Background: an optimization exercise with open tools, aiming at small area and a short achievable clock period. Do not read the settings as production practice. Only simulation tests tie the RTL to the original design; equivalence was not proved. Power and IR drop assume default switching activity.

$ cat design/flow/standard.sh
#!/bin/bash
# synth_recipe.tcl (not shown) runs the flow's synth.tcl, then flattens the netlist and writes it again
# the make line also repeats each setting of config.mk as NAME=value (left out here)
make -C /OpenROAD-flow-scripts/flow DESIGN_CONFIG=/design/flow/config.mk WORK_HOME=/design/flow/orfs CLKGATE_MAP_FILE= SYNTH_SCRIPT=/design/flow/synth_recipe.tcl "${@:-finish}"
$ cat design/flow/config.mk
export PLATFORM = sky130hd
export DESIGN_NAME = alu
export DESIGN_NICKNAME = alu
export VERILOG_FILES = /design/flow/design.v
export SDC_FILE = /design/flow/constraint.sdc
export NUM_CORES = 4
export LEC_CHECK = 0
export CAP_MARGIN = 20
export CORE_MARGIN = 2
export CORE_UTILIZATION = 60
export SLEW_MARGIN = 20
$ cat design/flow/constraint.sdc
create_clock -name core_clock -period 11.0 [get_ports {clk}]
set_input_delay 2.2000 -clock core_clock [delete_from_list [all_inputs] [get_ports {clk}]]
set_output_delay 2.2000 -clock core_clock [all_outputs]
set_load 0.01 [all_outputs]
$ cat design/flow/flow/abc.script
strash
&get -n
&dch -f
&nf -R 1000
&put
topo
upsize -c
dnsize -c
stime -c
$ cat design/flow/flow/run.sh
#!/bin/bash
# Layout flow: the standard layout, with two changes.
# 1. Synthesis is the standard synthesis (synth_recipe.tcl, so -nofsm -noshare,
#    flatten and the same renames) except that Yosys does not extract full and
#    half adder cells, and ABC maps the logic with flow/abc.script instead of
#    the ORFS speed script. The registers are the standard synthesis's.
# 2. The port buffers are the small plain buffer instead of the default
#    delay-buffer cell, and the resizer's setup repair aims for a slack margin.
# Each tool's output goes to a log of its own in the work folder.
set -euo pipefail
here=$(pwd)
{ head -n 1 synth_recipe.tcl
  cat <<'EOT'
# ABC with this flow's own script
proc abc {args} {
  set i [lsearch -exact $args -script]
  if {$i >= 0} { lset args [expr {$i + 1}] $::env(OWN_ABC_SCRIPT) }
  yosys abc {*}$args
}
EOT
  tail -n +2 synth_recipe.tcl
} > own_synth.tcl
sed -e "s#SYNTH_SCRIPT=[^ ]*#SYNTH_SCRIPT=$here/own_synth.tcl ADDER_MAP_FILE=#" standard.sh > own_synth.sh
export OWN_ABC_SCRIPT=$here/flow/abc.script
bash own_synth.sh synth > synth.log 2>&1
export BUFFER_PORTS_ARGS="-buffer_cell sky130_fd_sc_hd__buf_1"
export SETUP_SLACK_MARGIN=6
bash standard.sh > layout.log 2>&1
$ cat design/flow/design.v
`timescale 1ns/1ps
module alu(
           clk,
           rst_n,
           src1,
           src2,
           ALU_control,
           result,
           zero,
           cout,
           overflow
           );
input           clk;
input           rst_n;
input  [32-1:0] src1;
input  [32-1:0] src2;
input   [4-1:0] ALU_control;
output [32-1:0] result;
output          zero;
output          cout;
output          overflow;
  wire is_and = (ALU_control == 4'b0000);
  wire is_or  = (ALU_control == 4'b0001);
  wire is_add = (ALU_control == 4'b0010);
  wire is_sub = (ALU_control == 4'b0110);
  wire is_slt = (ALU_control == 4'b0111);
  wire is_nor = (ALU_control == 4'b1100);
  wire arith  = is_add | is_sub;
  wire        inv = ALU_control[2];
  wire [31:0] b   = src2 ^ {32{inv}};
  wire [31:0] p   = src1 ^ b;
  wire [31:0] g   = src1 & b;
  wire [31:0] g0 = {g[31:1], g[0] | (p[0] & inv)};
  wire [31:0] p0 = p;
  wire G0_1 = g0[1] | (p0[1] & g0[0]);
  wire G0_3 = g0[3] | (p0[3] & g0[2]);
  wire P0_3 = p0[3] & p0[2];
  wire G0_5 = g0[5] | (p0[5] & g0[4]);
  wire P0_5 = p0[5] & p0[4];
  wire G0_7 = g0[7] | (p0[7] & g0[6]);
  wire P0_7 = p0[7] & p0[6];
  wire G0_9 = g0[9] | (p0[9] & g0[8]);
  wire P0_9 = p0[9] & p0[8];
  wire G0_11 = g0[11] | (p0[11] & g0[10]);
  wire P0_11 = p0[11] & p0[10];
  wire G0_13 = g0[13] | (p0[13] & g0[12]);
  wire P0_13 = p0[13] & p0[12];
  wire G0_15 = g0[15] | (p0[15] & g0[14]);
  wire P0_15 = p0[15] & p0[14];
  wire G0_17 = g0[17] | (p0[17] & g0[16]);
  wire P0_17 = p0[17] & p0[16];
  wire G0_19 = g0[19] | (p0[19] & g0[18]);
  wire P0_19 = p0[19] & p0[18];
  wire G0_21 = g0[21] | (p0[21] & g0[20]);
  wire P0_21 = p0[21] & p0[20];
  wire G0_23 = g0[23] | (p0[23] & g0[22]);
  wire P0_23 = p0[23] & p0[22];
  wire G0_25 = g0[25] | (p0[25] & g0[24]);
  wire P0_25 = p0[25] & p0[24];
  wire G0_27 = g0[27] | (p0[27] & g0[26]);
  wire P0_27 = p0[27] & p0[26];
  wire G0_29 = g0[29] | (p0[29] & g0[28]);
  wire P0_29 = p0[29] & p0[28];
  wire G0_31 = g0[31] | (p0[31] & g0[30]);
  wire P0_31 = p0[31] & p0[30];
  wire G1_2 = g0[2] | (p0[2] & G0_1);
  wire G1_3 = G0_3 | (P0_3 & G0_1);
  wire G1_6 = g0[6] | (p0[6] & G0_5);
  wire P1_6 = p0[6] & P0_5;
  wire G1_7 = G0_7 | (P0_7 & G0_5);
  wire P1_7 = P0_7 & P0_5;
  wire G1_10 = g0[10] | (p0[10] & G0_9);
  wire P1_10 = p0[10] & P0_9;
  wire G1_11 = G0_11 | (P0_11 & G0_9);
  wire P1_11 = P0_11 & P0_9;
  wire G1_14 = g0[14] | (p0[14] & G0_13);
  wire P1_14 = p0[14] & P0_13;
  wire G1_15 = G0_15 | (P0_15 & G0_13);
  wire P1_15 = P0_15 & P0_13;
  wire G1_18 = g0[18] | (p0[18] & G0_17);
  wire P1_18 = p0[18] & P0_17;
  wire G1_19 = G0_19 | (P0_19 & G0_17);
  wire P1_19 = P0_19 & P0_17;
  wire G1_22 = g0[22] | (p0[22] & G0_21);
  wire P1_22 = p0[22] & P0_21;
  wire G1_23 = G0_23 | (P0_23 & G0_21);
  wire P1_23 = P0_23 & P0_21;
  wire G1_26 = g0[26] | (p0[26] & G0_25);
  wire P1_26 = p0[26] & P0_25;
  wire G1_27 = G0_27 | (P0_27 & G0_25);
  wire P1_27 = P0_27 & P0_25;
  wire G1_30 = g0[30] | (p0[30] & G0_29);
  wire P1_30 = p0[30] & P0_29;
  wire G1_31 = G0_31 | (P0_31 & G0_29);
  wire P1_31 = P0_31 & P0_29;
  wire G2_4 = g0[4] | (p0[4] & G1_3);
  wire G2_5 = G0_5 | (P0_5 & G1_3);
  wire G2_6 = G1_6 | (P1_6 & G1_3);
  wire G2_7 = G1_7 | (P1_7 & G1_3);
  wire G2_12 = g0[12] | (p0[12] & G1_11);
  wire P2_12 = p0[12] & P1_11;
  wire G2_13 = G0_13 | (P0_13 & G1_11);
  wire P2_13 = P0_13 & P1_11;
  wire G2_14 = G1_14 | (P1_14 & G1_11);
  wire P2_14 = P1_14 & P1_11;
  wire G2_15 = G1_15 | (P1_15 & G1_11);
  wire P2_15 = P1_15 & P1_11;
  wire G2_20 = g0[20] | (p0[20] & G1_19);
  wire P2_20 = p0[20] & P1_19;
  wire G2_21 = G0_21 | (P0_21 & G1_19);
  wire P2_21 = P0_21 & P1_19;
  wire G2_22 = G1_22 | (P1_22 & G1_19);
  wire P2_22 = P1_22 & P1_19;
  wire G2_23 = G1_23 | (P1_23 & G1_19);
  wire P2_23 = P1_23 & P1_19;
  wire G2_28 = g0[28] | (p0[28] & G1_27);
  wire P2_28 = p0[28] & P1_27;
  wire G2_29 = G0_29 | (P0_29 & G1_27);
  wire P2_29 = P0_29 & P1_27;
  wire G2_30 = G1_30 | (P1_30 & G1_27);
  wire P2_30 = P1_30 & P1_27;
  wire G2_31 = G1_31 | (P1_31 & G1_27);
  wire P2_31 = P1_31 & P1_27;
  wire G3_8 = g0[8] | (p0[8] & G2_7);
  wire G3_9 = G0_9 | (P0_9 & G2_7);
  wire G3_10 = G1_10 | (P1_10 & G2_7);
  wire G3_11 = G1_11 | (P1_11 & G2_7);
  wire G3_12 = G2_12 | (P2_12 & G2_7);
  wire G3_13 = G2_13 | (P2_13 & G2_7);
  wire G3_14 = G2_14 | (P2_14 & G2_7);
  wire G3_15 = G2_15 | (P2_15 & G2_7);
  wire G3_24 = g0[24] | (p0[24] & G2_23);
  wire P3_24 = p0[24] & P2_23;
  wire G3_25 = G0_25 | (P0_25 & G2_23);
  wire P3_25 = P0_25 & P2_23;
  wire G3_26 = G1_26 | (P1_26 & G2_23);
  wire P3_26 = P1_26 & P2_23;
  wire G3_27 = G1_27 | (P1_27 & G2_23);
  wire P3_27 = P1_27 & P2_23;
  wire G3_28 = G2_28 | (P2_28 & G2_23);
  wire P3_28 = P2_28 & P2_23;
  wire G3_29 = G2_29 | (P2_29 & G2_23);
  wire P3_29 = P2_29 & P2_23;
  wire G3_30 = G2_30 | (P2_30 & G2_23);
  wire P3_30 = P2_30 & P2_23;
  wire G3_31 = G2_31 | (P2_31 & G2_23);
  wire P3_31 = P2_31 & P2_23;
  wire G4_16 = g0[16] | (p0[16] & G3_15);
  wire G4_17 = G0_17 | (P0_17 & G3_15);
  wire G4_18 = G1_18 | (P1_18 & G3_15);
  wire G4_19 = G1_19 | (P1_19 & G3_15);
  wire G4_20 = G2_20 | (P2_20 & G3_15);
  wire G4_21 = G2_21 | (P2_21 & G3_15);
  wire G4_22 = G2_22 | (P2_22 & G3_15);
  wire G4_23 = G2_23 | (P2_23 & G3_15);
  wire G4_24 = G3_24 | (P3_24 & G3_15);
  wire G4_25 = G3_25 | (P3_25 & G3_15);
  wire G4_26 = G3_26 | (P3_26 & G3_15);
  wire G4_27 = G3_27 | (P3_27 & G3_15);
  wire G4_28 = G3_28 | (P3_28 & G3_15);
  wire G4_29 = G3_29 | (P3_29 & G3_15);
  wire G4_30 = G3_30 | (P3_30 & G3_15);
  wire G4_31 = G3_31 | (P3_31 & G3_15);
  wire [32:0] c;
  assign c[0] = inv;
  assign c[1] = g0[0];
  assign c[2] = G0_1;
  assign c[3] = G1_2;
  assign c[4] = G1_3;
  assign c[5] = G2_4;
  assign c[6] = G2_5;
  assign c[7] = G2_6;
  assign c[8] = G2_7;
  assign c[9] = G3_8;
  assign c[10] = G3_9;
  assign c[11] = G3_10;
  assign c[12] = G3_11;
  assign c[13] = G3_12;
  assign c[14] = G3_13;
  assign c[15] = G3_14;
  assign c[16] = G3_15;
  assign c[17] = G4_16;
  assign c[18] = G4_17;
  assign c[19] = G4_18;
  assign c[20] = G4_19;
  assign c[21] = G4_20;
  assign c[22] = G4_21;
  assign c[23] = G4_22;
  assign c[24] = G4_23;
  assign c[25] = G4_24;
  assign c[26] = G4_25;
  assign c[27] = G4_26;
  assign c[28] = G4_27;
  assign c[29] = G4_28;
  assign c[30] = G4_29;
  assign c[31] = G4_30;
  assign c[32] = G4_31;
  wire [31:0] sum = p ^ c[31:0];
  wire        ovf = c[31] ^ c[32];
  wire        lt  = sum[31] ^ ovf;
  wire [31:0] orv = src1 | src2;
  wire [31:0] res = ({32{is_and}} & (src1 & src2))
                  | ({32{is_or}}  & orv)
                  | ({32{is_nor}} & ~orv)
                  | ({32{arith}}  & sum)
                  | {31'b0, is_slt & lt};
  reg  [31:0] r_result;
  reg         r_cout;
  reg         r_ovf;
  always @(posedge clk or negedge rst_n) begin
    if (!rst_n) begin
      r_result <= 32'b0;
      r_cout   <= 1'b0;
      r_ovf    <= 1'b0;
    end else begin
      r_result <= res;
      r_cout   <= arith & c[32];
      r_ovf    <= arith & ovf;
    end
  end
  assign result   = r_result;
  assign zero     = ~(|r_result);
  assign cout     = r_cout;
  assign overflow = r_ovf;
endmodule
==> results.toml, run 1 <==
[timing]
clock.fmax_mhz = 206
hold_viol = 0
rsz0062_at_grt = "no"
setup-violations-final = 0
min_period_over_period_pct = 44.0
period_needed_ns = 4.84
slew_headroom_pct = 29.7
setup_ws_ns = 6.16
setup_tns_ns = 0
holdWs_ns = 2.02
slew_violations = 0
tightest_slew_ns = 1.05

[flow_run]
cap_violations = 0

[synth]
yosysWarnings = 1
netlist_instances = 424
ys_seq_elements = 34
synth.area.top_cells = "dfrtp_1, xor2_1, o21ai_0"
seq_area_frac_synth_pct = 25.2
syn_avg_cell_area_sq_um = 7.95
ys_async_sr_fraction_pct = 100
synth_top_area_share_pct = 25.2
synth.net_count = 494
synth_top_flop_cell = "dfrtp_1"
synth_cell_types = 43
synth_edf_count = 0
synth_area_sq_mm = 0.00337
synth_top_area_cell = "dfrtp_1"

[drt]
dr.first_iter.drc_count = 181
wl_per_cell_um = 15.1
top_layer = "met4"
via_per_inst = 6.05
vias = 3723
wl_mm = 9.26
wirelength_met1_mm = 3.92
wl_met3_um = 469
route.met2.wl_mm = 4.78
route.detailed.drc = 0
first_pass_iters = 5
ant_nets = 0

[placement]
dpl.hpwl_mm = 6.62
numPortBuffers = 104
place_congestion = 0.882
dp_slack_ns = 5.40

[global_route]
globalRouteOverflowTotal = 0
grt_start_max_net_pins = 37
grt_usage_pct = 29.4
antenna_found_initial = 0
grt_first_pass_wirelength_mm = 14.8
first_global_vias = 3359

[worst_setup_path]
crit_required_ns = 11.14
worstPathArrival_ns = 4.98
critPathMaxFanout = 18
crit_path_end_kind = "flop"
setup.worst_path.start = "ALU_control[2]"
crit_type = "primary input to flop"
crit_path_start_kind = "primary input"

[finish]
antenna_cells = 0
final_common_cell = "buf_1"
final_cell_mix = "buf_1, o21ai_0, xor2_1, nand2_1, a31oi_1"
drive_gt1_share_pct = 6.63
nets = 614
syn_to_final_growth_pct = 22.5

[die]
core_sq_mm = 0.00547
die_width_um = 79.0
ios = 105
initial_utilization_pct = 61.6
row_count = 27
die_area_sq_mm = 0.00623
dieHeight_um = 79.0

[clock_network]
path_clk_slew_ns = 0.07
htreeDepth = 2
clock_sinks = 34
numCtsBuffers = 5
clock_path_buffers = 2
cts_tree = "built"
root_buffer = "clkbuf_8"

[worst_hold_path]
hp-class = "primary input to asynchronous set/reset pin"

[run_status]
outcome = "no timing/DRC/antenna violations"

[power]
power_density_mw_per_mm2 = 106
ir_worst_vdd_v = 0.0000521
cellLeakagePower_nw = 1.52
==> per-stage QoR <==
step                power (W)  instances  util, %  cell area (sq um)
global placement     0.000328        604     71.4               3910
finish               0.000438        615     75.4               4130
CTS                  0.000429        613     73.7               4040
detailed placement   0.000334        604     71.4               3910
global route         0.000467        615     75.4               4130
floorplan            0.000274        424        -               3380
==> registers in the layout (all words and copies together) (netlist names) <==
signal and cells:
r_cout 1, r_result 32, r_ovf 1
==> layout make-up <==
| type | instances | area, sq um |
|---|---|---|
| inverter | 6 | 22.5 |
| sequential | 34 | 851 |
| multi-input combinational | 384 | 2570 |
| clock buffer | 6 | 82.6 |
| fill | 443 | 1350 |
| tap | 72 | 90.1 |
| timing repair buffer | 113 | 507 |
==> synthesized netlist by cell type, drive strengths merged (6+ instances only) <==
master  number
o21ai       76
xor2        57
a31oi       37
nand2       36
dfrtp       34
xnor2       33
o31ai       30
nor2        29
a21oi       15
nand3       11
nor4        11
and2         6
clkinv       6
==> timing repair <==
action	CTS	global route
hold buffers	0	0
setup endpoints to repair	19	15
gates resized for setup	3	13
setup buffers	3	1
hold endpoints to repair	0	0
pin swaps	0	2
cloned	0	1
==> cell families (layout without fill, tap and decap cells) <==
group	after synthesis	after routing	synth area share, %
muxes	1	1	0.334
DFF	34	34	25.2
buffers and inverters	6	125	0.668
xor gates and xnor gates	90	90	24.1
and+or+nand+nor	115	115	17.0
adders and majority gates	4	4	1.19
AOI/OAI and AO/OA	174	174	31.5
==> worst max-delay path, stage by stage <==
cell      delay (ns)
clkbuf_2        0.14
buf_12          0.19
xor2_1          0.18
and2_1          0.20
nor2_2          0.14
a21oi_2         0.10
o211ai_2        0.24
nand3_2         0.11
and4_4          0.20
or4_4           0.54
o211ai_4        0.17
buf_4           0.18
nand3_1         0.07
nand3_1         0.12
xnor2_1         0.11
o21ai_1         0.07
==> power by group <==
part / internal (W) / leakage, nW / total (W) / switching [W]
Sequential: 0.000136 / 0.456 / 0.000143 / 0.00000675
Combinational: 0.0000821 / 1.02 / 0.000205 / 0.000122
Clock: 0.0000482 / 0.0431 / 0.0000904 / 0.0000422
==> how the worst max path moves through the flow <==
stage	end	slack (ns)	cells after the start
floorplan	r_result[25]	6.32	5
detailed placement	r_ovf	5.40	14
global route	r_result[28]	5.98	15
global placement	r_result[29]	5.53	15
CTS	r_result[27]	6.03	14
finish	r_result[25]	6.16	16
==> per-layer routing <==
layer / GRT usage [%] / up-vias
met5: 0 / -
met4: 5.34 / 0
met3: 4.09 / 9
met2: 55.7 / 123
met1: 35.6 / 1748
li1: - / 1843
==> inputs of run 2 (changes only) <==
==> design/flow/flow/abc.script (replaced) <==
strash
dch -f
map -D 1500
topo
buffer -c
upsize -c
dnsize -c
stime -c
==> results.toml, run 2 <==
[timing]
slew_headroom_pct = 34.9
period_needed_ns = 4.70
slew_violations = 0
hold_viol = 0
setup_tns_ns = 0
tightest_slew_ns = 0.974
clock.fmax_mhz = 213
setup_ws_ns = 6.30
rsz0062_at_grt = "no"
setup-violations-final = 0
min_period_over_period_pct = 42.7

[drt]
first_pass_iters = 5
wl_mm = 10.8
via_per_inst = 5.65
vias = 4439
dr.first_iter.drc_count = 241
route.detailed.drc = 0
ant_nets = 0
wl_per_cell_um = 13.8

[placement]
dpl.hpwl_mm = 8.06
dp_slack_ns = 5.73
numPortBuffers = 104
place_congestion = 0.877

[finish]
final_core_util_pct = 69.7
top_register = "r_result"
final_cell_mix = "nand2_1, buf_1, nor2_1, inv_1, nand3_1"
drive_gt1_share_pct = 6.07
multi_input_area_sq_mm = 0.00264
regArea_sq_um = 851
largest_register_ffs = 32
nets = 778
antenna_cells = 0
nFillCells = 574
top_regs = "r_result (32), r_cout (1), r_ovf (1)"
final_common_cell = "nand2_1"
syn_to_final_growth_pct = 13.3

[worst_setup_path]
setup.worst_path.start = "ALU_control[2]"
crit_required_ns = 11.18
crit_path_start_kind = "primary input"
crit_path_end_kind = "flop"
crit_type = "primary input to flop"
worstPathArrival_ns = 4.88
critPathMaxFanout = 37

[power]
power.total_w = 0.000427
ir_worst_vdd_v = 0.0000729
cellLeakagePower_nw = 1.94
power_density_mw_per_mm2 = 97.5

[synth]
synthTopCellsByCount = "nand2_1, nor2_1, inv_1"
synth_area_sq_mm = 0.00386
synth.area.top_cells = "dfrtp_1, nand2_1, nor2_1"
synth.net_count = 680
synth_cell_types = 49
yosysMostFrequentCell = "nand2_1"
netlist_instances = 610
synth_top_area_share_pct = 22.0
ys_seq_elements = 34
synth_edf_count = 0
synth_top_flop_cell = "dfrtp_1"
syn_avg_cell_area_sq_um = 6.34
seq_area_frac_synth_pct = 22.0
ys_async_sr_fraction_pct = 100
yosysWarnings = 1
synth_top_area_cell = "dfrtp_1"

[flow_run]
cap_violations = 0

[clock_network]
clock_path_buffers = 2
htreeDepth = 2
cts_tree = "built"
numCtsBuffers = 5
clock_sinks = 34
cts.hold.buffers_added = 0
path_clk_slew_ns = 0.08
root_buffer = "clkbuf_8"

[global_route]
grt_first_pass_wirelength_mm = 17.8
first_global_vias = 3996
globalRouteOverflowTotal = 0
grt_start_max_net_pins = 38
antenna_found_initial = 0
grt_usage_pct = 30.5

[die]
core_sq_mm = 0.00628
initial_utilization_pct = 61.6
die_width_um = 84.3
die_area_sq_mm = 0.00710
row_count = 29
dieHeight_um = 84.3
ios = 105

[worst_hold_path]
hp-class = "primary input to asynchronous set/reset pin"

[run_status]
outcome = "no timing/DRC/antenna violations"
## run 2: worst paths after layout
kind / to / cells after the start
hold / removal: r_result[19] / 1
setup / recovery: r_ovf / 14
min in group core_clock: r_result[0] / 3
max in group asynchronous: r_result[8] / 1
## run 2: what timing repair did
action / 4_1_cts / 5_1_grt
endpoints found under the setup margin: 0 / 18
gates resized for setup: 0 / 1
setup buffers: 0 / 0
## run 2: logic make-up (layout without fill, tap and decap cells)
kind of cell | count (synthesis) | in the layout | share of synthesized area, %
buf+inv | 91 | 189 | 10.1
xor+xnor | 39 | 39 | 9.52
flops | 34 | 34 | 22.0
simple gates | 284 | 284 | 32.4
compound gates | 162 | 162 | 26.0
## run 2: per-layer routing
layer / GRT usage (%) / wire length [um] / share of wire [%]
met1: 40.0 / 4800 / 44
met2: 52.2 / 5190 / 48
met3: 4.13 / 630 / 5.8
met4: 9.09 / 195 / 1.8
met5: 0 / 0 / 0
## run 2: cell type report
cell class,instances,share of cell area [%]
multi-input cells,485,60.2
flip-flops and latches,34,19.4
repair buffers,107,9.95
inverters,75,6.43
well taps,77,2.20
clock buffers,5,1.57
clock inverters,2,0.229
## run 2: power breakdown
group          internal (W)  switching [W]  leakage [nW]
clock             0.0000426      0.0000501        0.0438
combinational     0.0000664       0.000127          1.45
sequential         0.000135     0.00000606         0.455
total              0.000244       0.000183          1.94
## run 2: worst max-delay path, cell delays in order
cell and delay [ns]:
clkbuf_2 0.07, buf_4 0.52, xnor2_1 0.19, or2_1 0.25, and2_1 0.15, nand2_1 0.08, nor2_1 0.04, a211oi_1 0.32
a21boi_2 0.31, o21bai_4 0.22, a21oi_2 0.29, nand3_1 0.10, nand2_1 0.07, nor2_1 0.04
## run 2: metrics by stage
stage	area, sq um	instances	hold slack (ns)
after CTS	4340	784	2.06
after global placement	4260	777	2.37
final	4380	785	2.03
after detailed placement	4260	777	2.37
after floorplan	3860	610	1.90
after global routing	4380	785	2.10
==> inputs of run 3 (changes only) <==
--- a/design/flow/flow/run.sh
+++ b/design/flow/flow/run.sh
@@ -26,3 +26,3 @@
 export BUFFER_PORTS_ARGS="-buffer_cell sky130_fd_sc_hd__buf_1"
-export SETUP_SLACK_MARGIN=6
+export SETUP_SLACK_MARGIN=6.5
 bash standard.sh > layout.log 2>&1
==> design/flow/flow/abc.script (replaced) <==
strash
&get -n
&st
&dch -f
&nf -R 1000
&dch -f
&nf -R 1000
&put
topo
buffer -c
upsize -c
dnsize -c
stime -c
==> results.toml, run 3 <==
[clock_network]
numCtsBuffers = 5
root_buffer = "clkbuf_8"
path_clk_slew_ns = 0.08
cts.hold.buffers_added = 0
cts_tree = "built"
clock_path_buffers = 2
htreeDepth = 2
clock_sinks = 34

[flow_run]
cap_violations = 0

[timing]
period_needed_ns = 4.44
setup-violations-final = 0
hold_viol = 0
slew_headroom_pct = 41.1
clock.fmax_mhz = 225
rsz0062_at_grt = "yes"
tightest_slew_ns = 0.883
setup_tns_ns = 0
slew_violations = 0
min_period_over_period_pct = 40.3

[synth]
yosysWarnings = 1
seq_area_frac_synth_pct = 23.9
synth.area.top_cells = "dfrtp_1, xor2_1, xnor2_1"
synth_top_area_share_pct = 23.9
synth.net_count = 508
yosysMostFrequentCell = "o21ai_0"
synth_top_flop_cell = "dfrtp_1"
synthTopCellsByCount = "o21ai_0, xor2_1, xnor2_1"
ys_async_sr_fraction_pct = 100
synth_edf_count = 0
ys_seq_elements = 34
synth_top_area_cell = "dfrtp_1"
synth_area_sq_mm = 0.00356
netlist_instances = 438
syn_avg_cell_area_sq_um = 8.13
synth_cell_types = 57

[drt]
first_pass_iters = 5
vias = 3914
wl_per_cell_um = 17.1
via_per_inst = 6.23
dr.first_iter.drc_count = 266
wl_mm = 10.7
route.detailed.drc = 0
ant_nets = 0

[die]
ios = 105
core_sq_mm = 0.00582
initial_utilization_pct = 61.2
row_count = 28
die_area_sq_mm = 0.00657
die_width_um = 81.0
dieHeight_um = 81.0

[finish]
final_common_cell = "buf_1"
final_cell_mix = "buf_1, o21ai_0, xor2_1, dfrtp_1, nor2_1"
fin_cells = 628
syn_to_final_growth_pct = 26.7
largest_register_ffs = 32
top_register = "r_result"
drive_gt1_share_pct = 16.3
antenna_cells = 0
nets = 623
top_regs = "r_result (32), r_cout (1), r_ovf (1)"

[power]
cellLeakagePower_nw = 1.67
power_density_mw_per_mm2 = 104
ir_worst_vdd_v = 0.0000746

[global_route]
grt_first_pass_wirelength_mm = 16.0
grt_start_max_net_pins = 35
globalRouteOverflowTotal = 0
antenna_found_initial = 0
first_global_vias = 3505
grt_usage_pct = 31.3

[worst_setup_path]
crit_type = "primary input to flop"
crit_path_end_kind = "flop"
crit_path_start_kind = "primary input"
worstPathArrival_ns = 4.58
crit_required_ns = 11.15
critPathMaxFanout = 5

[placement]
place_congestion = 0.826
numPortBuffers = 104
dp_cells = 604
dpl.hpwl_mm = 7.06

[run_status]
outcome = "no timing/DRC/antenna violations"

[worst_hold_path]
hp-class = "primary input to asynchronous set/reset pin"
[run 3: cell types whose count changed after synthesis, sizes merged, moves of 11 or more]
| cell | before | now |
|---|---|---|
| maj3 | 0 | 11 |
| a31oi | 19 | 37 |
| inv | 74 | 5 |
| nor2 | 95 | 33 |
| o31ai | 15 | 30 |
| xor2 | 11 | 52 |
| nand2 | 106 | 29 |
| nand3 | 44 | 8 |
| a21oi | 36 | 18 |
[run 3: worst paths after layout]
| path | from | to | slack, ns | cells after the start |
|---|---|---|---|---|
| max | ALU_control[2] | r_result[31] | 6.56 | 14 |
| min | rst_n | r_result[6] | 2.02 | 1 |
| max in group asynchronous | rst_n | r_result[15] | 8.42 | 1 |
| min in group core_clock | src2[20] | r_result[20] | 2.26 | 3 |
[run 3: metal layers]
metal,track usage (%),up-vias,share of wire (%)
li1,-,1850,-
met1,39.0,1852,41
met2,54.9,194,51
met3,5.00,18,6.9
met4,10.8,0,1.9
met5,0,-,0
[run 3: repair_timing]
action                                  in CTS  in global routing
gates cloned                                 1                  2
setup buffers                                5                  9
resized for setup                            8                 45
pin swaps                                    3                 14
endpoints found under the setup margin      23                 22
[run 3: kinds of logic (layout without fill, tap and decap cells)]
kind of cell / count (synthesis) / in the layout / synth area share, %
adder cells (fa/ha/maj): 11 / 11 / 3.30
buffers and inverters: 23 / 138 / 3.62
multiplexers: 1 / 1 / 0.316
XOR/XNOR: 89 / 89 / 23.2
AND/OR/NAND/NOR: 111 / 111 / 15.3
AO/OA/AOI/OAI: 169 / 169 / 30.5
flip-flops: 34 / 34 / 23.9
[run 3: metrics by stage]
step | hold WS (ns) | total power (W) | setup slack (ns) | utilization (%) | area (sq um)
CTS | 2.06 | 0.000440 | 6.50 | 71.8 | 4170
finish | 2.02 | 0.000467 | 6.56 | 77.6 | 4510
detailed placement | 2.36 | 0.000341 | 5.77 | 68.6 | 3990
floorplan | 1.90 | 0.000285 | 6.50 | - | 3560
global route | 2.10 | 0.000492 | 6.41 | 77.6 | 4510
global placement | 2.35 | 0.000335 | 5.88 | 68.6 | 3990
[run 3: report_power, final]
part	switching, W	internal, W
Clock	0.0000466	0.0000437
Combinational	0.000138	0.0000967
Sequential	0.00000690	0.000136
Total	0.000191	0.000276
[run 3: critical path: stages]
cell and delay, ns:
buf_12 0.12, buf_12 0.14, buf_8 0.12, xor2_4 0.18, xnor2_1 0.15, inv_1 0.10, nand2_2 0.07, or2_1 0.25
or3_4 0.38, o221ai_4 0.25, nand4_1 0.18, nor3b_4 0.22, xnor2_2 0.15, o21ai_1 0.08
[run 3: area by class of cell]
cell class              count  area [sq um]
multi-input cells         381          2820
fillers                   449          1300
flip-flops and latches     34           851
repair buffers            126           652
well taps                  75          93.8
clock buffers               7          76.3
inverters                   5          18.8
==> inputs of run 4 (changes only) <==
--- a/design/flow/flow/run.sh
+++ b/design/flow/flow/run.sh
@@ -26,3 +26,3 @@
 export BUFFER_PORTS_ARGS="-buffer_cell sky130_fd_sc_hd__buf_1"
-export SETUP_SLACK_MARGIN=6.5
+export SETUP_SLACK_MARGIN=6.75
 bash standard.sh > layout.log 2>&1
==> results.toml, run 4 <==
[synth]
synthTopCellsByCount = "o21ai_0, xor2_1, xnor2_1"
ys_async_sr_fraction_pct = 100
synth_edf_count = 0
seq_area_frac_synth_pct = 23.9
syn_avg_cell_area_sq_um = 8.13
yosysMostFrequentCell = "o21ai_0"
synth_top_area_share_pct = 23.9
synth_top_area_cell = "dfrtp_1"
netlist_instances = 438
synth_cell_types = 57
ys_seq_elements = 34
synth.area.top_cells = "dfrtp_1, xor2_1, xnor2_1"
yosysWarnings = 1
synth_top_flop_cell = "dfrtp_1"
synth_area_sq_mm = 0.00356
synth.net_count = 508

[drt]
wl_per_cell_um = 16.8
via_per_inst = 6.11
route.detailed.drc = 0
ant_nets = 0
dr.first_iter.drc_count = 245
wl_mm = 10.7
vias = 3904
first_pass_iters = 5

[timing]
tightest_slew_ns = 1.00
hold_viol = 0
min_period_over_period_pct = 41.1
setup-violations-final = 0
period_needed_ns = 4.52
slew_headroom_pct = 33.1
setup_tns_ns = 0
slew_violations = 0
clock.fmax_mhz = 221
holdWs_ns = 2.03
rsz0062_at_grt = "yes"

[power]
p_sw_w = 0.000192
p_int_w = 0.000290
power_density_mw_per_mm2 = 104
p_sw_share_pct = 39.8
clock_power_share_pct = 18.9
cellLeakagePower_nw = 1.74
power_frac_comb_pct = 51.5
ir_worst_vdd_v = 0.0000547
p_seq_share_pct = 29.6

[worst_setup_path]
path_common_cell = "buf_4"
crit_chain = "clkbuf_16, buf_12, buf_4, xor2_2, xnor2_1, inv_1, nand2_2, or2_1, or3_4, o221ai_4, buf_4, buf_6, a21oi_2, xor2_1, o21ai_0"
crit_type = "primary input to flop"
worstPathArrival_ns = 4.71
crit_required_ns = 11.19
crit_path_end_kind = "flop"
cp_slowest_cell = "or3_4"
max_stage_delay_ns = 0.35
crit_path_start_kind = "primary input"
critPathMaxFanout = 8

[finish]
nFillCells = 429
drive_gt1_share_pct = 18.6
final_core_util_pct = 79.4
largest_register_ffs = 32
top_register = "r_result"
antenna_cells = 0
nets = 635
top_regs = "r_result (32), r_cout (1), r_ovf (1)"
final_cell_mix = "buf_1, o21ai_0, xor2_1, dfrtp_1"
final_common_cell = "buf_1"
fin_cells = 639
syn_to_final_growth_pct = 29.6
final_area_sq_mm = 0.00462

[clock_network]
path_clk_slew_ns = 0.07
numCtsBuffers = 5
clock_path_buffers = 2
cts_tree = "built"
clock_sinks = 34
htreeDepth = 2
root_buffer = "clkbuf_8"

[placement]
post_dp_cell_area_sq_mm = 0.00401
dpl.hpwl_mm = 6.95
numPortBuffers = 104
place_congestion = 0.867
dp_cells = 604

[die]
dieHeight_um = 81.0
die_area_sq_mm = 0.00657
row_count = 28
core_sq_mm = 0.00582
ios = 105
initial_utilization_pct = 61.2
die_width_um = 81.0

[global_route]
grt_first_pass_wirelength_mm = 16.6
globalRouteOverflowTotal = 0
first_global_vias = 3565
grt_start_max_net_pins = 35
grt_usage_pct = 32.6
antenna_found_initial = 0

[worst_hold_path]
hp-class = "primary input to asynchronous set/reset pin"

[flow_run]
cap_violations = 0

[run_status]
outcome = "no timing/DRC/antenna violations"
-- run 4: cell type report --
| cell class | instances | area (sq um) | area share [%] |
|---|---|---|---|
| Timing Repair Buffer | 138 | 732 | 15.9 |
| Inverter | 5 | 18.8 | 0.407 |
| Clock buffer | 6 | 82.6 | 1.79 |
| Sequential cell | 34 | 851 | 18.4 |
| Tap cell | 75 | 93.8 | 2.03 |
| Multi-Input combinational cell | 381 | 2840 | 61.5 |
-- run 4: timing repair --
| action | CTS | global route |
|---|---|---|
| hold buffers | 0 | 0 |
| setup buffers | 21 | 6 |
| setup endpoints to repair | 26 | 26 |
| cloned | 2 | 0 |
| resized for setup | 35 | 15 |
| pin swaps | 19 | 4 |
-- run 4: logic make-up (layout without fill, tap and decap cells) --
group / Yosys count / in the layout / share of synthesized area, %
AO/OA/AOI/OAI: 169 / 169 / 30.5
flip-flops: 34 / 34 / 23.9
AND/OR/NAND/NOR: 111 / 111 / 15.3
multiplexers: 1 / 1 / 0.316
buffers and inverters: 23 / 149 / 3.62
adder cells (fa/ha/maj): 11 / 11 / 3.30
XOR/XNOR: 89 / 89 / 23.2
-- run 4: critical path, delay by kind of cell --
kind                      cells  cell delay, ns
buffers and inverters         6            0.81
and+or+nand+nor               3            0.68
xor gates and xnor gates      3            0.46
AOI/OAI and AO/OA             3            0.55
-- run 4: metal layers --
metal / wire [um] / share of wire [%] / vias up / GRT usage, %
met5: 0 / 0 / - / 0
met4: 307 / 2.9 / 0 / 14.1
met3: 678 / 6.3 / 27 / 4.89
met2: 5080 / 47 / 168 / 54.5
met1: 4640 / 43 / 1826 / 41.8
li1: - / - / 1883 / -
-- run 4: worst paths after layout --
check	from	end	slack (ns)	depth (start not counted)
max in group asynchronous	rst_n	r_result[0]	8.42	1
min in group core_clock	src2[22]	r_result[22]	2.26	3
max	ALU_control[2]	r_result[20]	6.48	15
min	rst_n	r_result[5]	2.03	1
-- run 4: power groups by stage --
stage / clock network [W] / logic [W] / registers, W
floorplan: 0 / 0.000137 / 0.000149
global placement: 0 / 0.000192 / 0.000145
detailed placement: 0 / 0.000198 / 0.000145
CTS: 0.0000933 / 0.000230 / 0.000143
global route: 0.0000972 / 0.000270 / 0.000144
finish: 0.0000911 / 0.000248 / 0.000143
-- run 4: through the flow --
stage	setup slack (ns)	power, W
finish	6.48	0.000482
floorplan	6.56	0.000287
global route	6.37	0.000511
global placement	5.86	0.000337
CTS	6.57	0.000466
detailed placement	5.76	0.000343
==> inputs of run 5 (changes only) <==
--- a/design/flow/flow/run.sh
+++ b/design/flow/flow/run.sh
@@ -26,3 +26,3 @@
 export BUFFER_PORTS_ARGS="-buffer_cell sky130_fd_sc_hd__buf_1"
-export SETUP_SLACK_MARGIN=6.75
+export SETUP_SLACK_MARGIN=6.35
 bash standard.sh > layout.log 2>&1
==> results.toml, run 5 <==
[synth]
synthTopCellsByCount = "o21ai_0, xor2_1, xnor2_1"
synth_simple_gate_area_share_pct = 15.2
synth.net_count = 508
synth_top_family_by_area = "compound AO/OA/AOI/OAI gates"
synth-compound-area-share_pct = 30.5
synth_top_flop_cell = "dfrtp_1"
yosysWarnings = 1
synthAdderAreaFrac_pct = 3.30
yosysMostFrequentCell = "o21ai_0"
netlist_instances = 438
synth_cell_types = 57
synth_top_area_cell = "dfrtp_1"
synthXorXnorAreaFrac_pct = 23.2
seq_area_frac_synth_pct = 23.9
synth_area_sq_mm = 0.00356
ys_seq_elements = 34
synthMuxAreaShare_pct = 0.316
synth.area.top_cells = "dfrtp_1, xor2_1, xnor2_1"
ys_async_sr_fraction_pct = 100
synth_edf_count = 0
syn_avg_cell_area_sq_um = 8.13
synth_top_area_share_pct = 23.9

[clock_network]
htreeDepth = 2
cts.hold.buffers_added = 0
clock_path_buffers = 2
cts_tree = "built"
root_buffer = "clkbuf_8"
clock_sinks = 34
path_clk_slew_ns = 0.06
numCtsBuffers = 5

[flow_run]
cap_violations = 0

[worst_setup_path]
worstPathArrival_ns = 4.71
critPathMaxFanout = 9
crit_required_ns = 11.14
crit_type = "primary input to flop"
crit_path_start_kind = "primary input"
crit_path_end_kind = "flop"

[placement]
place_congestion = 0.826
numPortBuffers = 104
dp_cells = 604
dpl.hpwl_mm = 7.06

[finish]
final_common_cell = "buf_1"
top_register = "r_result"
syn_to_final_growth_pct = 19.0
final_cell_mix = "buf_1, o21ai_0, xor2_1, xnor2_1"
multi_input_area_sq_mm = 0.00266
drive_gt1_share_pct = 10.8
regArea_sq_um = 851
largest_register_ffs = 32
nets = 614
antenna_cells = 0
fin_cells = 619
nFillCells = 493
final_core_util_pct = 72.8
top_regs = "r_result (32), r_cout (1), r_ovf (1)"

[timing]
tightest_slew_ns = 0.880
slew_headroom_pct = 41.3
setup-violations-final = 0
hold_viol = 0
setup_tns_ns = 0
period_needed_ns = 4.57
slew_violations = 0
rsz0062_at_grt = "yes"
min_period_over_period_pct = 41.5
holdWs_ns = 2.02
clock.fmax_mhz = 219

[global_route]
grtUsageMet3_pct = 3.78
grt_start_max_net_pins = 37
first_global_vias = 3388
grt-busiest-layer = "met2"
grt_usage_pct = 30.1
grt_use_met2_pct = 52.6
grtUsageMet1_pct = 38.8
grt_first_pass_wirelength_mm = 15.5
globalRouteOverflowTotal = 0
antenna_found_initial = 0

[power]
p_sw_w = 0.000180
power_density_mw_per_mm2 = 105
power_frac_comb_pct = 47.7
power.total_w = 0.000444
clock_power_share_pct = 20.1
p_int_w = 0.000264
cellLeakagePower_nw = 1.56
p_sw_share_pct = 40.5
ir_worst_vdd_v = 0.0000635
p_seq_share_pct = 32.2

[die]
die_width_um = 81.0
ios = 105
row_count = 28
initial_utilization_pct = 61.2
core_sq_mm = 0.00582
dieHeight_um = 81.0
die_area_sq_mm = 0.00657

[drt]
dr.first_iter.drc_count = 244
via_per_inst = 6.07
vias = 3760
route.detailed.drc = 0
first_pass_iters = 5
ant_nets = 0
wl_per_cell_um = 16.3
wl_mm = 10.1

[run_status]
outcome = "no timing/DRC/antenna violations"

[worst_hold_path]
hp-class = "primary input to asynchronous set/reset pin"
==> run 5: area by class of cell <==
class                   instances  area share, %
flip-flops and latches         34           20.1
repair buffers                117           12.8
multi-input cells             381           62.7
clock buffers                   7           1.80
inverters                       5          0.443
well taps                      75           2.22
==> run 5: path summary, 6_finish.rpt <==
kind	start	end	slack [ns]	depth (start not counted)
worst max-delay path	ALU_control[2]	r_ovf	6.43	13
min in group core_clock	src2[20]	r_result[20]	2.25	3
worst min-delay path	rst_n	r_result[6]	2.02	1
max in group asynchronous	rst_n	r_result[9]	8.43	1
==> run 5: metrics by stage <==
stage	setup WS (ns)	area (sq um)
2_1_floorplan	6.50	3560
3_3_place_gp	5.88	3990
3_5_place_dp	5.77	3990
4_1_cts	6.38	4090
5_1_grt	6.29	4240
6_report	6.43	4240
==> run 5: logic make-up (layout without fill, tap and decap cells) <==
kind of cell | count (synthesis) | after routing
AOI/OAI and AO/OA | 169 | 169
xor gates and xnor gates | 89 | 89
adders and majority gates | 11 | 11
buffers and inverters | 23 | 129
DFF | 34 | 34
muxes | 1 | 1
and+or+nand+nor | 111 | 111
==> run 5: repair_timing <==
item / 4_1_cts / 5_1_grt
cloned: 0 / 2
setup endpoints to repair: 21 / 19
gates resized for setup: 3 / 14
pin swaps: 1 / 4
endpoints found under the hold margin: 0 / 0
buffers inserted: 2 / 4
==> run 5: worst max-delay path: stages <==
cell and delay, ns:
buf_2 0.19, buf_12 0.19, buf_4 0.13, xor2_1 0.28, xnor2_1 0.28, nand2b_1 0.22, o221ai_2 0.13, maj3_2 0.34
maj3_2 0.33, a21oi_2 0.10, o21ai_1 0.10, xor2_1 0.17, nor2_1 0.05
==> run 5: power by group through the flow <==
stage / sequential, W / clock [W] / combinational [W]
final: 0.000143 / 0.0000891 / 0.000212
after floorplan: 0.000149 / 0 / 0.000135
after CTS: 0.000143 / 0.0000903 / 0.000199
after detailed placement: 0.000145 / 0 / 0.000196
after global placement: 0.000145 / 0 / 0.000191
after global routing: 0.000144 / 0.0000939 / 0.000233
==> run 5: per-layer routing <==
layer / vias to the layer above / routed length (um) / part of all wire (%)
met5: - / 0 / 0
met4: 0 / 200 / 2.0
met3: 20 / 636 / 6.3
met2: 150 / 5010 / 50
met1: 1757 / 4270 / 42
li1: 1833 / - / -
==> inputs of run 6 (changes only) <==
--- a/design/flow/flow/run.sh
+++ b/design/flow/flow/run.sh
@@ -26,3 +26,3 @@
 export BUFFER_PORTS_ARGS="-buffer_cell sky130_fd_sc_hd__buf_1"
-export SETUP_SLACK_MARGIN=6.35
+export SETUP_SLACK_MARGIN=6.15
 bash standard.sh > layout.log 2>&1
==> results.toml, run 6 <==
[synth]
netlist_instances = 438
synthMuxAreaShare_pct = 0.316
yosysWarnings = 1
synthXorXnorAreaFrac_pct = 23.2
synth_cell_types = 57
synth_top_flop_cell = "dfrtp_1"
ys_async_sr_fraction_pct = 100
synth_edf_count = 0
syn_avg_cell_area_sq_um = 8.13
synth_simple_gate_area_share_pct = 15.2
synth_top_area_share_pct = 23.9
synth.net_count = 508
seq_area_frac_synth_pct = 23.9
yosysMostFrequentCell = "o21ai_0"
synthAdderAreaFrac_pct = 3.30
synth_top_family_by_area = "compound AO/OA/AOI/OAI gates"
ys_seq_elements = 34
synth_area_sq_mm = 0.00356
synth.area.top_cells = "dfrtp_1, xor2_1, xnor2_1"
synth-compound-area-share_pct = 30.5
synth_top_area_cell = "dfrtp_1"
synthTopCellsByCount = "o21ai_0, xor2_1, xnor2_1"

[die]
row_count = 28
initial_utilization_pct = 61.2
die_width_um = 81.0
die_area_sq_mm = 0.00657
ios = 105
core_sq_mm = 0.00582
dieHeight_um = 81.0

[finish]
top_regs = "r_result (32), r_cout (1), r_ovf (1)"
final_cell_mix = "buf_1, o21ai_0, xor2_1, xnor2_1, a31oi_1"
nets = 610
final_common_cell = "buf_1"
syn_to_final_growth_pct = 15.4
largest_register_ffs = 32
antenna_cells = 0
top_register = "r_result"
drive_gt1_share_pct = 8.70

[global_route]
globalRouteOverflowTotal = 0
first_global_vias = 3366
grt_first_pass_wirelength_mm = 15.4
antenna_found_initial = 0
grt_usage_pct = 29.9
grt_start_max_net_pins = 37

[timing]
slew_violations = 0
hold_viol = 0
setup_tns_ns = 0
setup-violations-final = 0
period_needed_ns = 4.66
slew_headroom_pct = 40.8
rsz0062_at_grt = "no"
tightest_slew_ns = 0.889
setup_ws_ns = 6.34
clock.fmax_mhz = 215
min_period_over_period_pct = 42.4

[flow_run]
cap_violations = 0

[placement]
dpl.hpwl_mm = 7.06
place_congestion = 0.826
numPortBuffers = 104
dp_slack_ns = 5.77

[clock_network]
numCtsBuffers = 5
cts.hold.buffers_added = 0
clock_path_buffers = 2
path_clk_slew_ns = 0.07
root_buffer = "clkbuf_8"
cts_tree = "built"
clock_sinks = 34
htreeDepth = 2

[drt]
ant_nets = 0
via_per_inst = 6.04
dr.first_iter.drc_count = 199
first_pass_iters = 4
wl_mm = 9.53
vias = 3713
route.detailed.drc = 0
wl_per_cell_um = 15.5

[power]
ir_worst_vdd_v = 0.0000732
p_sw_w = 0.000176
p_sw_share_pct = 40.3
p_seq_share_pct = 32.8
cellLeakagePower_nw = 1.51
power_frac_comb_pct = 46.6
power_density_mw_per_mm2 = 106
clock_power_share_pct = 20.6
p_int_w = 0.000260

[worst_setup_path]
worstPathArrival_ns = 4.82
crit_path_start_kind = "primary input"
crit_path_end_kind = "flop"
critPathMaxFanout = 36
crit_type = "primary input to flop"
crit_required_ns = 11.15

[run_status]
outcome = "no timing/DRC/antenna violations"

[worst_hold_path]
hp-class = "primary input to asynchronous set/reset pin"
-- run 6: metal layers --
layer,part of all wire [%],vias up,global-route usage (%)
li1,-,1835,-
met4,1.2,0,9.49
met3,4.3,11,3.78
met5,0,-,0
met1,45,1762,38.5
met2,50,105,52.0
-- run 6: stage by stage --
stage / utilization (%) / hold slack (ns) / total power [W] / std cells / cell area [sq um]
final: 70.7 / 2.02 / 0.000436 / 615 / 4110
after global routing: 70.7 / 2.10 / 0.000462 / 615 / 4110
after CTS: 69.9 / 2.06 / 0.000430 / 611 / 4070
after detailed placement: 68.6 / 2.36 / 0.000341 / 604 / 3990
after global placement: 68.6 / 2.35 / 0.000335 / 604 / 3990
after floorplan: - / 1.90 / 0.000285 / 438 / 3560
-- run 6: final cells by class --
class,count,area (sq um)
well taps,75,93.8
multi-input cells,381,2600
flip-flops and latches,34,851
inverters,5,18.8
repair buffers,113,468
fillers,524,1710
clock buffers,7,76.3
-- run 6: timing repair --
item	in CTS	in global routing
setup endpoints to repair	4	10
gates cloned	0	0
resized for setup	1	4
pin swaps	0	1
buffers inserted	0	4
-- run 6: critical path, cell delays in order --
cell      delay [ns]
clkbuf_2        0.09
buf_8           0.33
xor2_1          0.30
xnor2_1         0.20
nor2_1          0.12
a221o_1         0.34
a31oi_4         0.27
o221ai_4        0.17
buf_4           0.18
buf_4           0.13
a31oi_1         0.23
xor2_1          0.16
o21ai_1         0.07
-- run 6: path summary, 6_finish.rpt --
| check | startpoint | endpoint | cells after the start | slack (ns) |
|---|---|---|---|---|
| setup / recovery | ALU_control[2] | r_result[27] | 13 | 6.34 |
| hold / removal | rst_n | r_result[6] | 1 | 2.02 |
| max in group asynchronous | rst_n | r_result[11] | 1 | 8.42 |
| min in group core_clock | src2[20] | r_result[20] | 3 | 2.26 |
-- run 6: power groups by stage --
| stage | registers (W) | clock network, W | logic [W] |
|---|---|---|---|
| 6_report | 0.000143 | 0.0000900 | 0.000203 |
| 5_1_grt | 0.000144 | 0.0000937 | 0.000225 |
| 4_1_cts | 0.000143 | 0.0000903 | 0.000197 |
| 3_5_place_dp | 0.000145 | 0 | 0.000196 |
| 3_3_place_gp | 0.000145 | 0 | 0.000191 |
| 2_1_floorplan | 0.000149 | 0 | 0.000135 |
-- run 6: logic make-up (layout without fill, tap and decap cells) --
| logic type | Yosys count | in the layout |
|---|---|---|
| AOI/OAI and AO/OA | 169 | 169 |
| and+or+nand+nor | 111 | 111 |
| xor gates and xnor gates | 89 | 89 |
| DFF | 34 | 34 |
| buffers and inverters | 23 | 125 |
| adders and majority gates | 11 | 11 |
| muxes | 1 | 1 |
==> inputs of run 7 (changes only) <==
--- a/design/flow/flow/run.sh
+++ b/design/flow/flow/run.sh
@@ -26,3 +26,3 @@
 export BUFFER_PORTS_ARGS="-buffer_cell sky130_fd_sc_hd__buf_1"
-export SETUP_SLACK_MARGIN=6.15
+export SETUP_SLACK_MARGIN=6.25
 bash standard.sh > layout.log 2>&1
==> results.toml, run 7 <==
[timing]
clock.fmax_mhz = 217
tightest_slew_ns = 0.891
holdWs_ns = 2.03
rsz0062_at_grt = "no"
min_period_over_period_pct = 41.8
slew_headroom_pct = 40.6
slew_violations = 0
hold_viol = 0
period_needed_ns = 4.60
setup-violations-final = 0
setup_tns_ns = 0

[synth]
synth.net_count = 508
yosysMostFrequentCell = "o21ai_0"
ys_async_sr_fraction_pct = 100
seq_area_frac_synth_pct = 23.9
synthXorXnorAreaFrac_pct = 23.2
synth_edf_count = 0
yosysWarnings = 1
synth_top_area_cell = "dfrtp_1"
synthTopCellsByCount = "o21ai_0, xor2_1, xnor2_1"
synth_top_family_by_area = "compound AO/OA/AOI/OAI gates"
synth_top_area_share_pct = 23.9
synth-compound-area-share_pct = 30.5
synthAdderAreaFrac_pct = 3.30
synth_top_flop_cell = "dfrtp_1"
synthMuxAreaShare_pct = 0.316
netlist_instances = 438
ys_seq_elements = 34
synth_cell_types = 57
synth_simple_gate_area_share_pct = 15.2
syn_avg_cell_area_sq_um = 8.13
synth.area.top_cells = "dfrtp_1, xor2_1, xnor2_1"
synth_area_sq_mm = 0.00356

[finish]
final_core_util_pct = 70.9
nets = 610
top_register = "r_result"
final_common_cell = "buf_1"
final_cell_mix = "buf_1, o21ai_0, xor2_1, xnor2_1, a31oi_1"
top_regs = "r_result (32), r_cout (1), r_ovf (1)"
largest_register_ffs = 32
drive_gt1_share_pct = 8.89
antenna_cells = 0
nFillCells = 522
syn_to_final_growth_pct = 15.7

[die]
core_sq_mm = 0.00582
ios = 105
initial_utilization_pct = 61.2
die_area_sq_mm = 0.00657
dieHeight_um = 81.0
die_width_um = 81.0
row_count = 28

[drt]
wl_mm = 9.55
ant_nets = 0
via_per_inst = 6.02
wl_per_cell_um = 15.5
vias = 3702
route.detailed.drc = 0
first_pass_iters = 4
dr.first_iter.drc_count = 193

[clock_network]
clock_sinks = 34
clock_path_buffers = 2
path_clk_slew_ns = 0.07
cts_tree = "built"
htreeDepth = 2
numCtsBuffers = 5
root_buffer = "clkbuf_8"

[global_route]
globalRouteOverflowTotal = 0
antenna_found_initial = 0
first_global_vias = 3366
grt_start_max_net_pins = 37
grt_first_pass_wirelength_mm = 15.4
grt_usage_pct = 29.9

[worst_setup_path]
crit_path_start_kind = "primary input"
critPathMaxFanout = 36
crit_path_end_kind = "flop"
crit_type = "primary input to flop"
worstPathArrival_ns = 4.75
crit_required_ns = 11.15

[flow_run]
cap_violations = 0

[power]
p_int_w = 0.000261
p_seq_share_pct = 32.7
p_sw_w = 0.000175
p_sw_share_pct = 40.2
clock_power_share_pct = 20.6
power_frac_comb_pct = 46.7
cellLeakagePower_nw = 1.52
power.total_w = 0.000436
power_density_mw_per_mm2 = 106
ir_worst_vdd_v = 0.0000729

[worst_hold_path]
hp-class = "primary input to asynchronous set/reset pin"

[run_status]
outcome = "no timing/DRC/antenna violations"

[placement]
dpl.hpwl_mm = 7.06
numPortBuffers = 104
place_congestion = 0.826
## run 7: cell types whose count changed in the layout (fill, tap and decap cells not counted)
cell / change
buf_12: +1
buf_8: -1
xnor2_1: -1
xnor2_2: +1
## run 7: critical path, cell delays in order
cell and delay, ns:
clkbuf_2 0.10, buf_12 0.27, xor2_1 0.30, xnor2_1 0.20, nor2_1 0.12, a221o_1 0.34
a31oi_4 0.27, o221ai_4 0.17, buf_4 0.18, buf_4 0.13, a31oi_1 0.23, xor2_1 0.16
o21ai_1 0.07
## run 7: worst paths after layout
path,end,depth (start not counted),start
max in group asynchronous,r_result[11],1,rst_n
min in group core_clock,r_result[20],3,src2[20]
setup / recovery,r_result[27],13,ALU_control[2]
hold / removal,r_result[6],1,rst_n
## run 7: area by class of cell
class / instances / area, sq um / area share (%)
well taps: 75 / 93.8 / 2.28
inverters: 5 / 18.8 / 0.455
multi-input cells: 381 / 2610 / 63.3
flip-flops and latches: 34 / 851 / 20.6
clock buffers: 7 / 76.3 / 1.85
repair buffers: 113 / 473 / 11.5
## run 7: timing repair
action / CTS / global route
resized for setup: 2 / 4
hold buffers: 0 / 0
buffers inserted: 0 / 4
setup endpoints to repair: 13 / 12
pin swaps: 0 / 1
## run 7: logic make-up after synthesis
| group | count (synthesis) |
|---|---|
| multiplexers | 1 |
| AND/OR/NAND/NOR | 111 |
| buffers and inverters | 23 |
| AO/OA/AOI/OAI | 169 |
| XOR/XNOR | 89 |
| flip-flops | 34 |
| adder cells (fa/ha/maj) | 11 |
## run 7: stage by stage
step           std cells  cell area, sq um  setup WS [ns]
6_report             615              4120           6.40
5_1_grt              615              4120           6.25
4_1_cts              611              4070           6.27
3_5_place_dp         604              3990           5.77
3_3_place_gp         604              3990           5.88
2_1_floorplan        438              3560           6.50
## run 7: routing by layer
| layer | vias to the layer above | part of all wire [%] | global-route usage (%) |
|---|---|---|---|
| met4 | 0 | 1.2 | 9.49 |
| met5 | - | 0 | 0 |
| li1 | 1833 | - | - |
| met1 | 1734 | 43 | 38.5 |
| met2 | 124 | 50 | 52.0 |
| met3 | 11 | 5.6 | 3.78 |
## run 7: power groups by stage
stage / Clock, W / Combinational [W] / Sequential [W]
after global routing: 0.0000937 / 0.000226 / 0.000144
after detailed placement: 0 / 0.000196 / 0.000145
after floorplan: 0 / 0.000135 / 0.000149
after CTS: 0.0000903 / 0.000198 / 0.000143
after global placement: 0 / 0.000191 / 0.000145
final: 0.0000898 / 0.000204 / 0.000143
==> inputs of run 8 (changes only) <==
--- a/design/flow/config.mk
+++ b/design/flow/config.mk
@@ -10,2 +10,3 @@
 export CORE_UTILIZATION = 60
+export CTS_BUF_LIST = sky130_fd_sc_hd__clkbuf_4
 export SLEW_MARGIN = 20
==> results.toml, run 8 <==
[worst_setup_path]
cp_slowest_cell = "a221o_1"
path_delay_family = "compound AO/OA/AOI/OAI gates"
crit_buf_inv = 4
crit_path_start_kind = "primary input"
crit_chain = "clkbuf_2, buf_8, xor2_1, xnor2_1, nor2_1, a221o_1, a31oi_4, o221ai_4, buf_4, buf_4, a31oi_1, xor2_1, o21ai_1"
setup.worst_path.start = "ALU_control[2]"
crit_required_ns = 11.21
crit_path_end_kind = "flop"
max_stage_delay_ns = 0.34
worstPathArrival_ns = 4.82
critPathMaxFanout = 36
crit_type = "primary input to flop"

[finish]
antenna_cells = 0
top_register = "r_result"
final_common_cell = "buf_1"
top_regs = "r_result (32), r_cout (1), r_ovf (1)"
largest_register_ffs = 32
nFillCells = 528
fin_cells = 615
syn_to_final_growth_pct = 14.6
drive_gt1_share_pct = 8.89
final_cell_mix = "buf_1, o21ai_0, xor2_1, xnor2_1, a31oi_1"
nets = 610

[placement]
dpl.hpwl_mm = 7.06
dp_cells = 604
numPortBuffers = 104
place_congestion = 0.826

[global_route]
antenna_found_initial = 0
grt_start_max_net_pins = 37
grt_first_pass_wirelength_mm = 15.3
first_global_vias = 3404
globalRouteOverflowTotal = 0
grt_usage_pct = 29.6

[run_status]
outcome = "no timing/DRC/antenna violations"

[timing]
hold_viol = 0
setup_tns_ns = 0
slew_headroom_pct = 41.5
tightest_slew_ns = 0.877
rsz0062_at_grt = "no"
min_period_over_period_pct = 41.9
slew_violations = 0
clock.fmax_mhz = 217
period_needed_ns = 4.61
setup-violations-final = 0
holdWs_ns = 1.97

[clock_network]
clock_sinks = 34
path_clk_slew_ns = 0.11
htreeDepth = 2
cts_tree = "built"
root_buffer = "clkbuf_4"
numCtsBuffers = 5
clock_path_buffers = 2

[synth]
ys_seq_elements = 34
netlist_instances = 438
synth.area.top_cells = "dfrtp_1, xor2_1, xnor2_1"
synth_area_sq_mm = 0.00356
synth_top_flop_cell = "dfrtp_1"
synth_top_area_share_pct = 23.9
synth.net_count = 508
yosysWarnings = 1
synth_cell_types = 57
synth_edf_count = 0
yosysMostFrequentCell = "o21ai_0"
seq_area_frac_synth_pct = 23.9
synth_top_area_cell = "dfrtp_1"
syn_avg_cell_area_sq_um = 8.13
ys_async_sr_fraction_pct = 100
synthTopCellsByCount = "o21ai_0, xor2_1, xnor2_1"

[drt]
dr.first_iter.drc_count = 211
route.detailed.drc = 0
vias = 3674
wl_mm = 9.41
via_per_inst = 5.97
ant_nets = 0
first_pass_iters = 4
wl_per_cell_um = 15.3

[die]
core_sq_mm = 0.00582
dieHeight_um = 81.0
die_area_sq_mm = 0.00657
initial_utilization_pct = 61.2
die_width_um = 81.0
ios = 105
row_count = 28

[worst_hold_path]
hp-class = "primary input to asynchronous set/reset pin"

[power]
ir_worst_vdd_v = 0.0000549
power_density_mw_per_mm2 = 102
cellLeakagePower_nw = 1.51

[flow_run]
cap_violations = 0
-- run 8: cell counts after synthesis --
Identical to the previous run, type by type.
-- run 8: power breakdown --
| part | leakage [nW] | total [W] | internal [W] | switching [W] |
|---|---|---|---|---|
| logic | 1.02 | 0.000202 | 0.0000802 | 0.000122 |
| clock network | 0.0322 | 0.0000712 | 0.0000291 | 0.0000421 |
| registers | 0.456 | 0.000143 | 0.000136 | 0.00000690 |
-- run 8: per-layer routing --
layer / share of wire, % / GRT usage [%] / wire length (um) / up-vias
met2: 51 / 52.9 / 4760 / 116
li1: - / - / - / 1837
met1: 44 / 38.1 / 4120 / 1711
met5: 0 / 0 / 0 / -
met3: 4.7 / 2.78 / 444 / 10
met4: 0.96 / 8.31 / 90 / 0
-- run 8: cell type report --
type                    instances  area, sq um  share of cell area [%]
flip-flops and latches         34          851                    20.9
inverters                       5         18.8                   0.460
clock buffers                   7         52.6                    1.29
multi-input cells             381         2600                    63.6
well taps                      75         93.8                    2.30
repair buffers                113          468                    11.5
-- run 8: cells by family after synthesis --
| group | count (synthesis) | share of synthesized area [%] |
|---|---|---|
| compound gates | 169 | 30.5 |
| xor+xnor | 89 | 23.2 |
| fa+ha+maj | 11 | 3.30 |
| buf+inv | 23 | 3.62 |
| flops | 34 | 23.9 |
| mux | 1 | 0.316 |
| simple gates | 111 | 15.3 |
-- run 8: worst max-delay path by stage --
stage | cells past startpoint | slack (ns) | end
2_1_floorplan | 13 | 6.50 | r_ovf
3_3_place_gp | 12 | 5.88 | r_result[0]
3_5_place_dp | 12 | 5.77 | r_result[31]
4_1_cts | 12 | 6.28 | r_result[31]
5_1_grt | 15 | 6.27 | r_result[31]
6_report | 13 | 6.39 | r_result[27]
-- run 8: timing repair --
item / in CTS / in global routing
gates cloned: 0 / 0
resized for setup: 1 / 3
pin swaps: 0 / 1
hold buffers: 0 / 0
setup endpoints to repair: 8 / 12
hold endpoints to repair: 0 / 0
buffers inserted: 0 / 4
-- run 8: per-stage QoR --
step / util, % / area (sq um) / setup slack, ns / power, W
4_1_cts: 69.5 / 4040 / 6.28 / 0.000413
2_1_floorplan: - / 3560 / 6.50 / 0.000285
5_1_grt: 70.2 / 4080 / 6.27 / 0.000445
3_5_place_dp: 68.6 / 3990 / 5.77 / 0.000341
6_report: 70.2 / 4080 / 6.39 / 0.000416
3_3_place_gp: 68.6 / 3990 / 5.88 / 0.000335
==> inputs of run 9 (changes only) <==
--- a/design/flow/design.v
+++ b/design/flow/design.v
@@ -30,3 +30,4 @@
   wire [31:0] b   = src2 ^ {32{inv}};
-  wire [31:0] p   = src1 ^ b;
+  wire [31:0] x   = src1 ^ src2;
+  wire [31:0] p   = x ^ {32{inv}};
   wire [31:0] g   = src1 & b;
--- a/design/flow/flow/abc.script
+++ b/design/flow/flow/abc.script
@@ -3,2 +3,4 @@
 &st
+&dch -f
+&nf -R 1000
 &dch -f
==> results.toml, run 9 <==
[placement]
place_congestion = 0.894
dpl.hpwl_mm = 6.79
numPortBuffers = 104
dp_slack_ns = 5.50

[global_route]
grt_first_pass_wirelength_mm = 14.8
first_global_vias = 3251
antenna_found_initial = 0
grt_usage_pct = 28.4
grt_start_max_net_pins = 39
globalRouteOverflowTotal = 0

[die]
row_count = 28
die_area_sq_mm = 0.00662
ios = 105
dieHeight_um = 81.4
die_width_um = 81.4
initial_utilization_pct = 61.4
core_sq_mm = 0.00585

[timing]
slew_violations = 0
slew_headroom_pct = 36.2
hold_viol = 0
rsz0062_at_grt = "no"
setup_tns_ns = 0
clock.fmax_mhz = 217
tightest_slew_ns = 0.954
min_period_over_period_pct = 41.8
period_needed_ns = 4.60
setup_ws_ns = 6.40
setup-violations-final = 0

[clock_network]
path_clk_slew_ns = 0.12
cts.hold.buffers_added = 0
root_buffer = "clkbuf_4"
clock_path_buffers = 2
numCtsBuffers = 5
clock_sinks = 34
cts_tree = "built"
htreeDepth = 2

[worst_setup_path]
critical_path_depth = 14
worstPathArrival_ns = 4.82
path_delay_family = "compound AO/OA/AOI/OAI gates"
crit_path_end_kind = "flop"
crit_buf_inv = 4
path_common_cell = "buf_4"
crit_path_start_kind = "primary input"
crit_type = "primary input to flop"
crit_required_ns = 11.22
max_stage_delay_ns = 0.37
crit_chain = "clkbuf_2, buf_12, buf_4, xor2_2, a22oi_2, nor2_1, a221o_1, a31oi_4, nor4b_2, a211o_2, buf_4, a211oi_1, xor2_1, o21ai_1"
critPathMaxFanout = 14
cp_slowest_cell = "a211o_2"
setup.worst_path.start = "ALU_control[2]"

[drt]
via_per_inst = 6.10
vias = 3815
first_pass_iters = 5
route.detailed.drc = 0
wl_mm = 9.72
ant_nets = 0
dr.first_iter.drc_count = 193
wl_per_cell_um = 15.5

[finish]
top_regs = "r_result (32), r_cout (1), r_ovf (1)"
final_common_cell = "buf_1"
drive_gt1_share_pct = 10.4
nets = 619
syn_to_final_growth_pct = 16.2
top_register = "r_result"
final_cell_mix = "buf_1, o21ai_0, xor2_1, xnor2_1, nor2_1"
nFillCells = 516
largest_register_ffs = 32
antenna_cells = 0

[synth]
ys_seq_elements = 34
synth.net_count = 514
yosysWarnings = 1
seq_area_frac_synth_pct = 23.7
synth_area_sq_mm = 0.00359
synth_top_flop_cell = "dfrtp_1"
ys_async_sr_fraction_pct = 100
synth_cell_types = 55
synthTopCellsByCount = "o21ai_0, xor2_1, nor2_1, xnor2_1, dfrtp_1"
synth.area.top_cells = "dfrtp_1, xor2_1, o21ai_0"
synth_edf_count = 0
synth_top_area_cell = "dfrtp_1"
yosysMostFrequentCell = "o21ai_0"
netlist_instances = 444
synth_top_area_share_pct = 23.7
syn_avg_cell_area_sq_um = 8.09

[run_status]
outcome = "no timing/DRC/antenna violations"

[flow_run]
cap_violations = 0

[power]
cellLeakagePower_nw = 1.55
ir_worst_vdd_v = 0.0000520
power_density_mw_per_mm2 = 101

[worst_hold_path]
hp-class = "primary input to asynchronous set/reset pin"
[run 9: timing repair]
action	CTS	global route
gates cloned	0	1
pin swaps	1	1
endpoints found under the setup margin	19	17
setup buffers	3	4
resized for setup	3	4
endpoints found under the hold margin	0	0
[run 9: worst max path at each step]
| stage | endpoint | slack [ns] |
|---|---|---|
| global route | r_result[30] | 6.24 |
| detailed placement | r_result[20] | 5.50 |
| global placement | r_result[27] | 5.65 |
| CTS | r_result[22] | 6.25 |
| floorplan | r_result[22] | 6.46 |
| finish | r_result[22] | 6.40 |
[run 9: layout make-up]
type,instances,area (sq um),area share (%)
clock inverters,2,8.76,0.210
flip-flops and latches,34,851,20.4
repair buffers,116,513,12.3
inverters,8,30.0,0.719
clock buffers,6,45.0,1.08
multi-input cells,384,2640,63.1
well taps,75,93.8,2.25
[run 9: power by group]
part | internal (W) | leakage, nW | switching, W
logic | 0.0000823 | 1.06 | 0.000125
clock network | 0.0000265 | 0.0331 | 0.0000457
registers | 0.000136 | 0.456 | 0.00000686
total | 0.000245 | 1.55 | 0.000177
[run 9: through the flow]
stage | area, sq um | util, % | std cells | hold slack (ns) | power, W
final | 4180 | 71.4 | 625 | 1.96 | 0.000422
after global routing | 4180 | 71.4 | 625 | 2.00 | 0.000452
after CTS | 4100 | 70.0 | 620 | 1.98 | 0.000418
after detailed placement | 4010 | 68.5 | 609 | 2.36 | 0.000342
after global placement | 4010 | 68.5 | 609 | 2.35 | 0.000337
after floorplan | 3590 | - | 444 | 1.90 | 0.000287
[run 9: cell families after synthesis]
logic type	synth area share, %
AO/OA/AOI/OAI	32.5
AND/OR/NAND/NOR	14.9
XOR/XNOR	22.8
flip-flops	23.7
buffers and inverters	4.07
adder cells (fa/ha/maj)	2.05
[run 9: per-layer routing]
metal  GRT usage, %  part of all wire (%)  up-vias
li1               -                     -     1850
met1           38.4                    45     1801
met2           47.9                    47      151
met3           4.44                   7.3       13
met4           5.93                   1.2        0
met5              0                     0        -

## re-timing with driven ports
The flow's constraints put no driver on any port. The routed layouts listed below were extracted and timed again, unchanged, in two steps.
Step 1: set_driving_cell puts a clkbuf_16 on clk and a buf_2 on each other input, an assumption about the parent block.
Step 2 times the ports against the registers' clock, not the clock port: input delays grow and output delays shrink by t, the midpoint of the rising clock arrivals with the driver on.
a / b / c = ideal / step 1 / step 2; a / b = the first two.
run	t (ns)	slack for setup (ns)	worst hold slack (ns)	latest minus earliest clock arrival (ns)	worst register clock-pin slew, ns
run 1	0.309	6.156 / 6.163 / 5.853	2.020 / 2.019 / 2.329	0.009 / 0.009	0.07 / 0.07
run 2	0.318	6.303 / 6.306 / 5.988	2.035 / 2.028 / 2.346	0.007 / 0.008	0.08 / 0.08
run 3	0.315	6.565 / 6.549 / 6.234	2.019 / 2.014 / 2.329	0.011 / 0.010	0.08 / 0.08
run 4	0.311	6.483 / 6.473 / 6.162	2.031 / 2.026 / 2.338	0.006 / 0.005	0.07 / 0.07
run 5	0.318	6.435 / 6.443 / 6.126	2.021 / 2.016 / 2.334	0.007 / 0.007	0.07 / 0.07
run 6	0.318	6.338 / 6.345 / 6.028	2.024 / 2.019 / 2.337	0.007 / 0.007	0.07 / 0.07
run 7	0.316	6.402 / 6.409 / 6.093	2.027 / 2.022 / 2.338	0.008 / 0.008	0.07 / 0.07
run 8	0.357	6.390 / 6.391 / 6.034	1.965 / 1.965 / 2.322	0.013 / 0.014	0.11 / 0.11
run 9	0.368	6.400 / 6.399 / 6.030	1.956 / 1.954 / 2.323	0.014 / 0.015	0.12 / 0.12
After both steps setup and hold are still met in every run listed. The setup slack of run 9, which loses most, moves by -0.001 ns with the drivers and by -0.370 ns with both steps.
